This is an optimization exercise on Yosys and OpenROAD, whose aim is small area and a short achievable clock period, not a production implementation.
Only simulation tests tie the RTL to the original design; equivalence was not proved.

// fft_3_8
module fft_3_8 #(
 parameter DBW = 8,
 parameter CBW = 3) (
 input                  clk,
 input                  rstx,
 input                  clear,
 input      [  DBW-1:0] din,
 output reg [2*DBW-1:0] dout );
Size in the first run: ~840 cells after synthesis, roughly 230 flip-flops, ~27 I/O pins, roughly 11000 µm² of cells after synthesis.
export LEC_CHECK = 0
export CAP_MARGIN = 20
export CORE_MARGIN = 2
export CORE_UTILIZATION = 40
export SETUP_SLACK_MARGIN = 5
export SLEW_MARGIN = 20
create_clock -name core_clock -period 9.5 [get_ports {clk}]
run.sh (not shown) runs the stock make flow with config.mk's settings and CLKGATE_MAP_FILE= SYNTH_SCRIPT=/design/flow/synth_recipe.tcl, a recipe that flattens the netlist after the stock synthesis.
Then changed:
==> flow/flow/run.sh (new file) <==
#!/bin/bash
set -euo pipefail
MARGIN=${MARGIN:-7}
sed "s/SETUP_SLACK_MARGIN=[0-9.]*/SETUP_SLACK_MARGIN=$MARGIN/" standard.sh > margin_flow.sh
bash margin_flow.sh > margin_flow.log 2>&1
==> flow/standard.sh (new file) <==
#!/bin/bash
# synth_recipe.tcl (not shown) runs the flow's synth.tcl, then flattens the netlist and writes it again
# the make line also repeats each setting of config.mk as NAME=value (left out here)
make -C /OpenROAD-flow-scripts/flow DESIGN_CONFIG=/design/flow/config.mk WORK_HOME=/design/flow/orfs CLKGATE_MAP_FILE= SYNTH_SCRIPT=/design/flow/synth_recipe.tcl "${@:-finish}"
removed: flow/run.sh
Outcome:
- area after synthesis is unchanged
- non-clock buffer count increases by 23
- wire length went up by 5.1%
- core utilization goes up by 2.3 points
- final cell count is higher by 1.9%
- register-to-register slack improves by 0.34 ns
- fmax went up by 12%
- design area went up by 4.9%
Then changed:
==> flow/run.sh (new file) <==
#!/bin/bash
# synth_recipe.tcl (not shown) runs the flow's synth.tcl, then flattens the netlist and writes it again
# the make line also repeats each setting of config.mk as NAME=value (left out here)
make -C /OpenROAD-flow-scripts/flow DESIGN_CONFIG=/design/flow/config.mk WORK_HOME=/design/flow/orfs CLKGATE_MAP_FILE= SYNTH_SCRIPT=/design/flow/synth_recipe.tcl finish
CORE_UTILIZATION = 60   (was 40)
CTS_BUF_LIST = sky130_fd_sc_hd__clkbuf_4 sky130_fd_sc_hd__clkbuf_8   (was unset)
removed: flow/flow/run.sh
removed: flow/standard.sh
Outcome: Critical path depth does not change. Non-clock buffer count went down by 27. Design area went down by 4.7%. Clock-buffer cell count went up by 27. Die area went down by 33%. Sequential share of layout area went up by 1.9 points. Synthesized cell count stays the same. Routed wire length went down by 1.5%.
Then changed:
CORE_UTILIZATION = 40   (was 60)
CTS_BUF_LIST = unset   (was sky130_fd_sc_hd__clkbuf_4 sky130_fd_sc_hd__clkbuf_8)
CTS_CLUSTER_DIAMETER = 100   (was unset)
CTS_CLUSTER_SIZE = 30   (was unset)
- The new run produced a clean layout
- synthesized area stays the same
- fmax went up by 0.51%
- design area went down by 3.5%
- via count went down by 5.7%
- first-iteration DRC count went up by 25%
- wire length went down by 4.9%
- setup slack improves by 0.017 ns
Then changed:
==> flow/flow/run.sh (new file) <==
#!/bin/bash
set -euo pipefail
MARGIN=${MARGIN:-7}
sed "s/SETUP_SLACK_MARGIN=[0-9.]*/SETUP_SLACK_MARGIN=$MARGIN/" standard.sh > margin_flow.sh
bash margin_flow.sh > margin_flow.log 2>&1
==> flow/standard.sh (new file) <==
#!/bin/bash
# synth_recipe.tcl (not shown) runs the flow's synth.tcl, then flattens the netlist and writes it again
# the make line also repeats each setting of config.mk as NAME=value (left out here)
make -C /OpenROAD-flow-scripts/flow DESIGN_CONFIG=/design/flow/config.mk WORK_HOME=/design/flow/orfs CLKGATE_MAP_FILE= SYNTH_SCRIPT=/design/flow/synth_recipe.tcl "${@:-finish}"
removed: flow/run.sh
Outcome: Via count rises by 4.2%. Cell area rises by 6.2%. Final cell count rises by 2.8%. Fmax rises by 12%. Routed wire length rises by 7.5%. Register-to-register slack gets better by 0.35 ns. Non-clock buffer count rises by 30. First-iteration DRC count falls by 16%.

---

## 02-20
fft_3_8 again, from the RTL that the note above started with.
## fft_3_8
module fft_3_8 #(
 parameter DBW = 8,
 parameter CBW = 3) (
 input                  clk,
 input                  rstx,
 input                  clear,
 input      [  DBW-1:0] din,
 output reg [2*DBW-1:0] dout );
reg [7:0] ph;
always @(posedge clk or negedge rstx)
  if (!rstx)      ph <= 8'd1;
  else if (clear) ph <= 8'd1;
  else            ph <= {ph[6:0], ph[7]};
wire [7:0] phn = clear ? 8'd1 : {ph[6:0], ph[7]};    
reg [7:0] din_r, sr1, sr2, sr3, sr4;
wire st1 = ph[5] | ph[6] | ph[7] | ph[0];
reg [7:0] opb;
always @(posedge clk) opb <= (ph[0] | ph[1]) ? sr1 : din;
wire [9:0] sum  = {{2{sr4[7]}}, sr4} + {{2{opb[7]}}, opb} + 10'd1;
wire [9:0] diff = {{2{sr4[7]}}, sr4} - {{2{opb[7]}}, opb} + 10'd1;
wire [7:0] s = sum[8:1];
wire       dsat = (sr4 == 8'h7f) && (opb == 8'h80);
wire [7:0] d = dsat ? 8'h7f : diff[8:1];
always @(posedge clk) begin
  din_r <= din;
  sr1   <= st1 ? s : din_r;
  sr2   <= sr1;
  sr3   <= sr2;
  sr4   <= sr3;
end
reg [7:0] d0, d1, d2, d3;       
reg [7:0] c0, c1, c4, c5;
always @(posedge clk) begin
  if (ph[5]) d0 <= d;
  if (ph[6]) d1 <= d;
  if (ph[7]) d2 <= d;
  if (ph[0]) d3 <= d;
  if (ph[1]) begin c0 <= s; c1 <= d; end
  if (ph[2]) begin c4 <= s; c5 <= d; end
end
reg        tneg;                   
always @(posedge clk) tneg <= phn[5] | phn[6];
wire [9:0] ta3  = {{2{d1[7]}}, d1} ^ {10{tneg}};
wire [9:0] ta7  = ~{{2{d3[7]}}, d3};
wire [1:0] tk   = tneg ? (2'd2 - d1[0] + d3[0]) : (2'd1 + d1[0] + d3[0]);
  ...
==> flow/config.mk <==
export PLATFORM = sky130hd
export DESIGN_NAME = fft_3_8
export DESIGN_NICKNAME = fft_3_8
export VERILOG_FILES = /design/flow/design.v
export SDC_FILE = /design/flow/constraint.sdc
export NUM_CORES = 4
export LEC_CHECK = 0
export CAP_MARGIN = 20
export CORE_MARGIN = 2
export CORE_UTILIZATION = 40
export CTS_CLUSTER_DIAMETER = 100
export CTS_CLUSTER_SIZE = 30
export SETUP_SLACK_MARGIN = 5
export SLEW_MARGIN = 20
==> flow/constraint.sdc <==
create_clock -name core_clock -period 9.5 [get_ports {clk}]
set_input_delay 1.9000 -clock core_clock [delete_from_list [all_inputs] [get_ports {clk}]]
set_output_delay 1.9000 -clock core_clock [all_outputs]
set_load 0.01 [all_outputs]
standard.sh (not shown) runs the stock make flow with config.mk's settings and CLKGATE_MAP_FILE= SYNTH_SCRIPT=/design/flow/synth_recipe.tcl, a recipe that flattens the netlist after the stock synthesis.
==> flow/flow/run.sh <==
#!/bin/bash
set -euo pipefail
MARGIN=${MARGIN:-6.5}
sed "s/SETUP_SLACK_MARGIN=[0-9.]*/SETUP_SLACK_MARGIN=$MARGIN/" standard.sh > margin_flow.sh
bash margin_flow.sh > margin_flow.log 2>&1
02-20 | status: complete | timing, DRC, antenna: pass
Input-level comparison between 07-22 and 02-20:
==> flow/flow/run.sh <==
#!/bin/bash
set -euo pipefail
MARGIN=${MARGIN:-8}
sed "s/SETUP_SLACK_MARGIN=[0-9.]*/SETUP_SLACK_MARGIN=$MARGIN/" standard.sh > margin_flow.sh
bash margin_flow.sh > margin_flow.log 2>&1
## What came out
- Global-route usage came out higher on 07-22 than on 02-20.
- Setup slack in 07-22 is larger than in 02-20.
- Diff 07-22..02-20 | number of cells produced by synthesis | unchanged
- Reported max-cap violation count of 02-20 is on par with 07-22.
- Between 07-22 and 02-20, it is 07-22 whose maximum frequency is higher, by 0.50%.
- Taking 02-20 as the reference point, the count of clock-buffer cells in the layout of 07-22 falls by 2.
- Diff 02-20 -> 07-22 | cell area after layout | up by more than 10%
- The number of clock sinks of 07-22 and that of 02-20 are within noise of each other.
- 07-22: arrival time reported for the critical path endpoint is 2120 ps higher than what 02-20 reported.
- Filler cell count in the final layout (higher): 02-20

---

fft_3_8, a different RTL version from the one above (not shown whole).
Size: roughly 220 flip-flops, about 27 I/O pins, ~9900 um2 of cells after synthesis.
export LEC_CHECK = 0
export CAP_MARGIN = 20
export CORE_MARGIN = 2
export CORE_UTILIZATION = 40
export CTS_CLUSTER_DIAMETER = 100
export CTS_CLUSTER_SIZE = 30
export SETUP_SLACK_MARGIN = 5
export SLEW_MARGIN = 20
create_clock -name core_clock -period 9.5 [get_ports {clk}]
==> flow/flow/run.sh <==
#!/bin/bash
set -euo pipefail
MARGIN=${MARGIN:-6.25}
sed "s/SETUP_SLACK_MARGIN=[0-9.]*/SETUP_SLACK_MARGIN=$MARGIN/" standard.sh > margin_flow.sh
bash margin_flow.sh > margin_flow.log 2>&1
The baseline passed the timing, DRC and antenna checks.
Edit:
==> flow/flow/run.sh (replaced) <==
#!/bin/bash
set -euo pipefail
MARGIN=${MARGIN:-6.5}
sed -e "s/SETUP_SLACK_MARGIN=[0-9.]*/SETUP_SLACK_MARGIN=$MARGIN/" \
    -e "s/ SLEW_MARGIN=/ BUFFER_PORTS_ARGS='-buffer_cell sky130_fd_sc_hd__buf_2' SLEW_MARGIN=/" \
    standard.sh > margin_flow.sh
bash margin_flow.sh > margin_flow.log 2>&1
After rerunning: Flip-flop and latch count stays the same. Design area stays flat. Wire length decreases by 0.76%. Non-clock buffer count increases by 13. Fmax increases by 11%. Setup slack improved by 0.31 ns.
Edit:
==> flow/flow/run.sh (replaced) <==
#!/bin/bash
set -euo pipefail
MARGIN=${MARGIN:-7}
sed "s/SETUP_SLACK_MARGIN=[0-9.]*/SETUP_SLACK_MARGIN=$MARGIN/" standard.sh > margin_flow.sh
bash margin_flow.sh > margin_flow.log 2>&1
The changed run went through all stages and came out clean.
Worst hold slack got worse by 0.0059 ns.
Worst setup slack got worse by 0.034 ns.
Final cell count rose slightly.
Clock skew fell by 0.0094 ns.
Final area rose by a few percent.
Routed wire length rose by a few percent.

[what the ideal ports hide]
The results above use ideal ports. As a check the final layouts listed here were re-extracted and re-timed, cells and wires unchanged.
Step 1: set_driving_cell puts a clkbuf_16 on clk and a buf_2 on each other input, an assumption about the parent block.
Step 2 moves the port delays by t, midway between the first and last clock arrival at a register: inputs arrive t later, outputs are due t later. That takes back most of the time a late clock gives input paths.
Three values: no drivers, after step 1, after step 2; two values: the first two.
| run | t (ns) | slack for setup (ns) | worst data-port slew with drivers (ns) | pins driven straight from the clock port |
|---|---|---|---|---|
| the first run of note 1 | 0.551 | 6.256 / 6.212 / 6.114 | 0.08 | 1 |
| the second run of note 1 | 0.553 | 6.595 / 6.595 / 6.514 | 0.09 | 1 |
| the third run of note 1 | 0.554 | 6.225 / 6.218 / 6.110 | 0.05 | 1 |
| the fourth run of note 1 | 0.508 | 6.241 / 6.236 / 6.122 | 0.07 | 1 |
| the fifth run of note 1 | 0.520 | 6.587 / 6.587 / 6.507 | 0.08 | 1 |
| 02-20 | 0.524 | 6.541 / 6.493 / 6.064 | 0.09 | 1 |
| 07-22 | 0.520 | 6.556 / 6.556 / 6.556 | 0.10 | 1 |
| the first run of note 3 | 0.506 | 6.308 / 6.266 / 6.245 | 0.06 | 1 |
| the second run of note 3 | 0.513 | 6.619 / 6.593 / 6.619 | 0.08 | 1 |
| the third run of note 3 | 0.498 | 6.585 / 6.585 / 6.585 | 0.05 | 1 |
After both steps every run listed still meets setup and hold. For 02-20, which loses most, drivers alone change the setup slack by -0.048 ns; drivers and shift together by -0.477 ns.
